Context: an optimization exercise on an open-source flow, tuned for small area and a short achievable clock period. The choices shown serve that exercise and are no tape-out recipe. The RTL was checked by simulation tests, not by an equivalence proof against the original design. The flow treats the clock pin as an ideal source. Dropping or thinning the clock tree relies on that and would not hold on a real chip. Power figures rest on the tool's default switching activity, not on a simulated workload.

## top
module top( clk, in_num1, in_num2, out_num);
    input clk;
    input [31:0] in_num1;
    input [31:0] in_num2;
    output [63:0] out_num;
    reg [31:0] a_q;
    reg [33:1] t_q;                  
    reg [15:0] s1, s2, s3;           
    wire [33:0] t_d = {2'b00, in_num1} + {1'b0, in_num1, 1'b0};
    integer i;
    always @(posedge clk) begin
        a_q <= in_num1;
        t_q <= t_d[33:1];
        for (i = 0; i < 16; i = i + 1) begin
            s1[i] <= ~in_num2[2*i+1] &  in_num2[2*i];
            s2[i] <=  in_num2[2*i+1] & ~in_num2[2*i];
            s3[i] <=  in_num2[2*i+1] &  in_num2[2*i];
        end
    end
    wire [33:0] t = {t_q, a_q[0]};
    wire p0_0 = (~s1[0] | ~a_q[0]) & (~s3[0] | ~t[0]);
    wire p0_1 = (~s1[0] | ~a_q[1]) & (~s2[0] | ~a_q[0]) & (~s3[0] | ~t[1]);
    wire p0_2 = (~s1[0] | ~a_q[2]) & (~s2[0] | ~a_q[1]) & (~s3[0] | ~t[2]);
    wire p0_3 = (~s1[0] | ~a_q[3]) & (~s2[0] | ~a_q[2]) & (~s3[0] | ~t[3]);
  ...
For scale: about 2100 cells after synthesis, ~130 I/O pins, roughly 0.023 mm2 of cells after synthesis.
export LEC_CHECK = 0
export CAP_MARGIN = 20
export CELL_PAD_IN_SITES_DETAIL_PLACEMENT = 1
export CORE_MARGIN = 2
export CORE_UTILIZATION = 30
export PLACE_DENSITY = 0.45
export SETUP_SLACK_MARGIN = 3.9
export SLEW_MARGIN = 20
create_clock -name core_clock -period 8.5 [get_ports {clk}]
standard.sh (not shown) runs the stock make flow with config.mk's settings and CLKGATE_MAP_FILE= SYNTH_SCRIPT=/design/flow/synth_recipe.tcl, a recipe that flattens the netlist after the stock synthesis.
==> flow/flow/run.sh <==
#!/bin/bash
# Standard synthesis, then two netlist passes, each checked for equivalence
# with the standard netlist by Yosys before it is used:
#   fapol.py    removes the inverters that Yosys's full-adder extraction
#               leaves around fa cells (flips full adders, writes half adders
#               as gates)
#   conerep.py  rebuilds the final adder (registers -> out_num) as a
#               Han-Carlson adder and the 3A adder (in_num1 -> t_q) as a
#               Brent-Kung adder, in AOI/OAI cells, and the partial products
#               and adder tree (first -> second registers) cell by cell, from
#               the description gen.py (a copy of gen/gen.py) writes
# then the standard layout from that netlist, with buf_2 port buffers and a
# two-level clock network (post_cts.tcl).  Registers are untouched.
# Each tool's output goes to a log file of its own in the work folder.
set -euo pipefail
W=$(pwd)
R=$W/orfs/results/$FLOW_PLATFORM/top/base
LIB=$FLOW_HOME/platforms/$FLOW_PLATFORM/lib/sky130_fd_sc_hd__tt_025C_1v80.lib

bash standard.sh synth > $W/flow_synth.log 2>&1
cp $R/1_2_yosys.v $W/netlist_standard.v

check() {  # check NAME NETLIST: equivalence of NETLIST with the standard netlist
  sed -e "s#@LIB@#$LIB#g" -e "s#@GOLD@#$W/netlist_standard.v#" -e "s#@GATE@#$2#" \
    flow/eq.ys > $W/eq_$1.ys
  yosys -l $W/flow_equiv_$1.log $W/eq_$1.ys > /dev/null 2>&1
}

CUR=$W/netlist_standard.v
if python3 flow/fapol.py $CUR $W/netlist_fapol.v > $W/flow_fapol.log 2>&1 \
   && check fapol $W/netlist_fapol.v; then
  CUR=$W/netlist_fapol.v
else
  echo "fapol not used" >> $W/flow_fapol.log
fi
if python3 flow/gen.py sk $W/cone_spec.json hc > $W/gen_rtl.v 2> $W/flow_gen.log \
   && python3 flow/conerep.py $CUR $W/cone_spec.json $W/netlist_conerep.v > $W/flow_conerep.log 2>&1 \
   && check conerep $W/netlist_conerep.v; then
  CUR=$W/netlist_conerep.v
else
  echo "conerep not used" >> $W/flow_conerep.log
fi
echo "layout netlist: $CUR" > $W/flow_netlist.log
if [[ $CUR != $W/netlist_standard.v ]]; then
  cp $CUR $R/1_2_yosys.v
  rm -f $R/1_synth.odb $R/1_synth.sdc
fi

export BUFFER_PORTS_ARGS="-buffer_cell sky130_fd_sc_hd__buf_2"
export POST_CTS_TCL=$W/flow/post_cts.tcl
bash standard.sh finish > $W/flow_layout.log 2>&1
Other scripts of this flow, unchanged in this note and not shown: flow/flow/conerep.py, flow/flow/eq.ys, flow/flow/fapol.py, flow/flow/gen.py, flow/flow/post_cts.tcl
Change:
--- a/flow/config.mk
+++ b/flow/config.mk
@@ -11,4 +11,4 @@
 export CORE_UTILIZATION = 30
 export PLACE_DENSITY = 0.45
-export SETUP_SLACK_MARGIN = 3.9
+export SETUP_SLACK_MARGIN = 4.25
 export SLEW_MARGIN = 20
Effect:
- utilization increases by 2.3 points
- die area does not change
- worst setup slack improves by 240 ps
- via count increases by 0.96%
- final cell count increases by 0.90%
- maximum frequency increases by 5.6%
- critical path depth decreases by 1
- design area increases by 6.6%
Change:
--- a/flow/config.mk
+++ b/flow/config.mk
@@ -11,4 +11,4 @@
 export CORE_UTILIZATION = 30
 export PLACE_DENSITY = 0.45
-export SETUP_SLACK_MARGIN = 4.25
+export SETUP_SLACK_MARGIN = 4.1
 export SLEW_MARGIN = 20
The new run completed without violations; sequential power falls by about 3%; register-to-register slack degrades by 130 ps; design area shrinks by 4.8%; setup slack gets worse by 130 ps; via count goes down by 0.58%.
In every run of this note, the design's own scripts or RTL, not TritonCTS, make the clock network.

re-timing with driven ports:
The results above use ideal ports. As a check the final layouts listed here were re-extracted and re-timed, cells and wires unchanged. Step 1 assumes that a clkbuf_16 drives the clock port and a buf_2 every other input. Step 2 adds t to the input delays and takes it off the output delays; t is the mean of the earliest and latest rising clock arrival at the registers after step 1. Input paths then give back, and output paths get back, about the clock's delay inside the block. Slacks: no drivers / after step 1 / after step 2; pairs: no drivers / after step 1.
| run | shift t [ns] | setup slack, ns | worst slew at a driven data input, ns |
|---|---|---|---|
| the first run | 0.453 | 4.024 / 4.008 / 4.024 | 0.06 |
| the second run | 0.441 | 4.262 / 4.262 / 4.260 | 0.06 |
| the third run | 0.457 | 4.130 / 4.117 / 4.130 | 0.06 |
After both steps setup and hold are still met in every run listed. For the second run, which loses most, drivers alone change the setup slack by 0.000 ns; drivers and shift together by -0.002 ns.
